From an optimization exercise on the open Yosys and OpenROAD flow, aimed at small area and a short achievable clock period; shortcuts taken in it are not production practice. The RTL was checked by simulation tests, not by an equivalence proof against the original design.

==> inputs of 06-05 <==
Design LDL_crc32_dn_check, start of the top module:
module LDL_crc32_dn_check #(parameter NUM = 16)(
  input  [8*NUM -1:0]        data,  
  input  [$clog2(NUM) -1:0]  bnum,  
  input         valid,
  input         eof  ,
  output reg    err  ,
  input         rst_n,
  input         clk
);
reg  [31:0] s;       
wire [15:1] en, dis;
crc_lanes u_lanes (.eof(eof), .bnum(bnum), .en(en), .dis(dis));
wire [1004:0] t;
assign t[0] = ~data[120] ^ s[0];
assign t[1] = ~data[121] ^ s[1];
assign t[2] = ~data[122] ^ s[2];
assign t[3] = ~data[123] ^ s[3];
assign t[4] = ~data[124] ^ s[4];
assign t[5] = ~data[125] ^ s[5];
assign t[6] = ~data[126] ^ s[6];
assign t[7] = ~data[127] ^ s[7];
wire m8;
crc_nand2 n8 (.a(data[112]), .b(en[1]), .y(m8));
assign t[8] = m8 ^ s[8];
wire m9;
crc_nor2 n9 (.a(data[113]), .b(dis[1]), .y(m9));
assign t[9] = m9 ^ s[9];
wire m10;
crc_nor2 n10 (.a(data[114]), .b(dis[1]), .y(m10));
assign t[10] = m10 ^ s[10];
wire m11;
crc_nor2 n11 (.a(data[115]), .b(dis[1]), .y(m11));
assign t[11] = m11 ^ s[11];
wire m12;
crc_nor2 n12 (.a(data[116]), .b(dis[1]), .y(m12));
assign t[12] = m12 ^ s[12];
wire m13;
crc_nand2 n13 (.a(data[117]), .b(en[1]), .y(m13));
assign t[13] = m13 ^ s[13];
wire m14;
crc_nand2 n14 (.a(data[118]), .b(en[1]), .y(m14));
assign t[14] = m14 ^ s[14];
wire m15;
crc_nand2 n15 (.a(data[119]), .b(en[1]), .y(m15));
assign t[15] = m15 ^ s[15];
wire m16;
crc_nor2 n16 (.a(data[104]), .b(dis[2]), .y(m16));
assign t[16] = m16 ^ s[16];
wire m17;
crc_nand2 n17 (.a(data[105]), .b(en[2]), .y(m17));
assign t[17] = m17 ^ s[17];
wire m18;
crc_nor2 n18 (.a(data[106]), .b(dis[2]), .y(m18));
assign t[18] = m18 ^ s[18];
wire m19;
crc_nor2 n19 (.a(data[107]), .b(dis[2]), .y(m19));
assign t[19] = m19 ^ s[19];
wire m20;
crc_nor2 n20 (.a(data[108]), .b(dis[2]), .y(m20));
assign t[20] = m20 ^ s[20];
wire m21;
crc_nor2 n21 (.a(data[109]), .b(dis[2]), .y(m21));
assign t[21] = m21 ^ s[21];
wire m22;
crc_nor2 n22 (.a(data[110]), .b(dis[2]), .y(m22));
assign t[22] = m22 ^ s[22];
wire m23;
crc_nor2 n23 (.a(data[111]), .b(dis[2]), .y(m23));
assign t[23] = m23 ^ s[23];
wire m24;
crc_nor2 n24 (.a(data[96]), .b(dis[3]), .y(m24));
assign t[24] = m24 ^ s[24];
wire m25;
crc_nor2 n25 (.a(data[97]), .b(dis[3]), .y(m25));
assign t[25] = m25 ^ s[25];
wire m26;
crc_nor2 n26 (.a(data[98]), .b(dis[3]), .y(m26));
assign t[26] = m26 ^ s[26];
wire m27;
  ...
export LEC_CHECK = 0
export ABC_CLOCK_PERIOD_IN_PS = 1500
export CAP_MARGIN = 20
export CORE_MARGIN = 2
export CORE_UTILIZATION = 50
export CTS_BUF_LIST = sky130_fd_sc_hd__clkbuf_4 sky130_fd_sc_hd__clkbuf_8
export GPL_ROUTABILITY_DRIVEN = 0
export PLACE_DENSITY = 0.75
export SLEW_MARGIN = 20
export SYNTH_HIERARCHICAL = 1
export SYNTH_MINIMUM_KEEP_SIZE = 0
create_clock -name core_clock -period 24.0 [get_ports {clk}]
standard.sh (not shown) runs the stock make flow with config.mk's settings and CLKGATE_MAP_FILE= SYNTH_SCRIPT=/design/flow/synth_recipe.tcl, a recipe that flattens the netlist after the stock synthesis.
==> flow/flow/run.sh <==
#!/bin/bash
# Layout: the standard ORFS flow (standard.sh) with the standard synthesis, and these
# changes to how the rest of the layout is made:
#  - port buffers are sky130_fd_sc_hd__buf_1 cells (buffer_ports -buffer_cell) instead of
#    the delay-buffer cells buffer_ports picks by default;
#  - after synthesis, the delay cells (clkdlybuf4s*, dlygate*, dlymetal*) join the
#    platform's DONT_USE_CELLS, so placement and repair do not use them;
set -euo pipefail
bash standard.sh synth > make_synth.log 2>&1
export BUFFER_PORTS_ARGS="-buffer_cell sky130_fd_sc_hd__buf_1"
DU="sky130_fd_sc_hd__probe_p_8 sky130_fd_sc_hd__probec_p_8 sky130_fd_sc_hd__lpflow_bleeder_1 sky130_fd_sc_hd__lpflow_clkbufkapwr_1 sky130_fd_sc_hd__lpflow_clkbufkapwr_16 sky130_fd_sc_hd__lpflow_clkbufkapwr_2 sky130_fd_sc_hd__lpflow_clkbufkapwr_4 sky130_fd_sc_hd__lpflow_clkbufkapwr_8 sky130_fd_sc_hd__lpflow_clkinvkapwr_1 sky130_fd_sc_hd__lpflow_clkinvkapwr_16 sky130_fd_sc_hd__lpflow_clkinvkapwr_2 sky130_fd_sc_hd__lpflow_clkinvkapwr_4 sky130_fd_sc_hd__lpflow_clkinvkapwr_8 sky130_fd_sc_hd__lpflow_decapkapwr_12 sky130_fd_sc_hd__lpflow_decapkapwr_3 sky130_fd_sc_hd__lpflow_decapkapwr_4 sky130_fd_sc_hd__lpflow_decapkapwr_6 sky130_fd_sc_hd__lpflow_decapkapwr_8 sky130_fd_sc_hd__lpflow_inputiso0n_1 sky130_fd_sc_hd__lpflow_inputiso0p_1 sky130_fd_sc_hd__lpflow_inputiso1n_1 sky130_fd_sc_hd__lpflow_inputiso1p_1 sky130_fd_sc_hd__lpflow_inputisolatch_1 sky130_fd_sc_hd__lpflow_isobufsrc_1 sky130_fd_sc_hd__lpflow_isobufsrc_16 sky130_fd_sc_hd__lpflow_isobufsrc_2 sky130_fd_sc_hd__lpflow_isobufsrc_4 sky130_fd_sc_hd__lpflow_isobufsrc_8 sky130_fd_sc_hd__lpflow_isobufsrckapwr_16 sky130_fd_sc_hd__lpflow_lsbuf_lh_hl_isowell_tap_1 sky130_fd_sc_hd__lpflow_lsbuf_lh_hl_isowell_tap_2 sky130_fd_sc_hd__lpflow_lsbuf_lh_hl_isowell_tap_4 sky130_fd_sc_hd__lpflow_lsbuf_lh_isowell_4 sky130_fd_sc_hd__lpflow_lsbuf_lh_isowell_tap_1 sky130_fd_sc_hd__lpflow_lsbuf_lh_isowell_tap_2 sky130_fd_sc_hd__lpflow_lsbuf_lh_isowell_tap_4"
DU="$DU sky130_fd_sc_hd__clkdlybuf4s15_1 sky130_fd_sc_hd__clkdlybuf4s15_2 sky130_fd_sc_hd__clkdlybuf4s18_1 sky130_fd_sc_hd__clkdlybuf4s18_2 sky130_fd_sc_hd__clkdlybuf4s25_1 sky130_fd_sc_hd__clkdlybuf4s25_2 sky130_fd_sc_hd__clkdlybuf4s50_1 sky130_fd_sc_hd__clkdlybuf4s50_2 sky130_fd_sc_hd__dlygate4sd1_1 sky130_fd_sc_hd__dlygate4sd2_1 sky130_fd_sc_hd__dlygate4sd3_1 sky130_fd_sc_hd__dlymetal6s2s_1 sky130_fd_sc_hd__dlymetal6s4s_1 sky130_fd_sc_hd__dlymetal6s6s_1"
bash standard.sh "DONT_USE_CELLS=$DU" SETUP_SLACK_MARGIN=14 finish > make_finish.log 2>&1
==> inputs of 10-11, as changes to 06-05 <==
Settings changed: CTS_BUF_LIST sky130_fd_sc_hd__clkbuf_4 sky130_fd_sc_hd__clkbuf_8 to unset, GPL_ROUTABILITY_DRIVEN 0 to unset.
==> qor summary <==
Result of the run: 10-11 complete, no violations; 06-05 complete, no violations
Fill cell total of the finished layout: 10-11 1884; 06-05 1802
Area growth, synth to finish: 10-11 13.7%; 06-05 11.1%
Share of cell area taken by multi-input logic gates: 10-11 0.834; 06-05 0.842
Met2 routing resource usage after global routing: 10-11 0.742; 06-05 0.572
Detailed-route vias per instance: 10-11 5.72; 06-05 5.95
Cell Count, Final, Fillers Out: 10-11 1595; 06-05 1585
Slack of the critical path: 10-11 13.90 ns; 06-05 14.00 ns
Master cell of the clock root buffer: 10-11 clkbuf_16; 06-05 clkbuf_8
Placed Instances: 10-11 1587; 06-05 1578
Max transition margin: 10-11 0.233; 06-05 0.261
Wirelength, routed: 10-11 51800 um; 06-05 44000 um
Routed wire length on met2: 10-11 21100 um; 06-05 16500 um
Maximum number of pins on one net before global-route repair: 10-11 27; 06-05 24
WL met3: 10-11 5760 um; 06-05 7590 um
Wire length on met1: 10-11 19800 um; 06-05 15100 um
ClkCell Share: 10-11 0.0156; 06-05 0.00833
Final HPWL DP: 10-11 45600 um; 06-05 37000 um
Non-clock buffer count: 10-11 158; 06-05 149
First-pass GRT wire length: 10-11 68900 um; 06-05 60300 um
Max Freq: 10-11 99.0 MHz; 06-05 100 MHz
Slowest CP cell: 10-11 nor2_1; 06-05 xor2_1
Via count of the first global-routing pass: 10-11 8982; 06-05 9173

[static timing again, ports no longer ideal]
The flow's constraints put no driver on any port. The routed layouts listed below were extracted and timed again, unchanged, in two steps. Step 1: set_driving_cell puts a clkbuf_16 on clk and a buf_2 on each other input, an assumption about the parent block. Step 2 also shifts input and output timing later by t, the mid clock arrival at the registers, as if the neighbouring blocks saw the same clock. a / b / c = ideal ports / drivers / drivers and shift; a / b = the first two.
run | shift t [ns] | slack for setup (ns) | hold slack, ns | clock arrival spread, ns
06-05 | 0.312 | 14.003 / 14.006 / 13.694 | 0.491 / 0.491 / 0.491 | 0.002 / 0.001
10-11 | 0.310 | 13.899 / 13.908 / 13.598 | 0.495 / 0.495 / 0.495 | 0.008 / 0.008
After both steps setup and hold are still met in every run listed. The setup slack of 06-05, which loses most, moves by +0.003 ns with the drivers and by -0.309 ns with both steps.
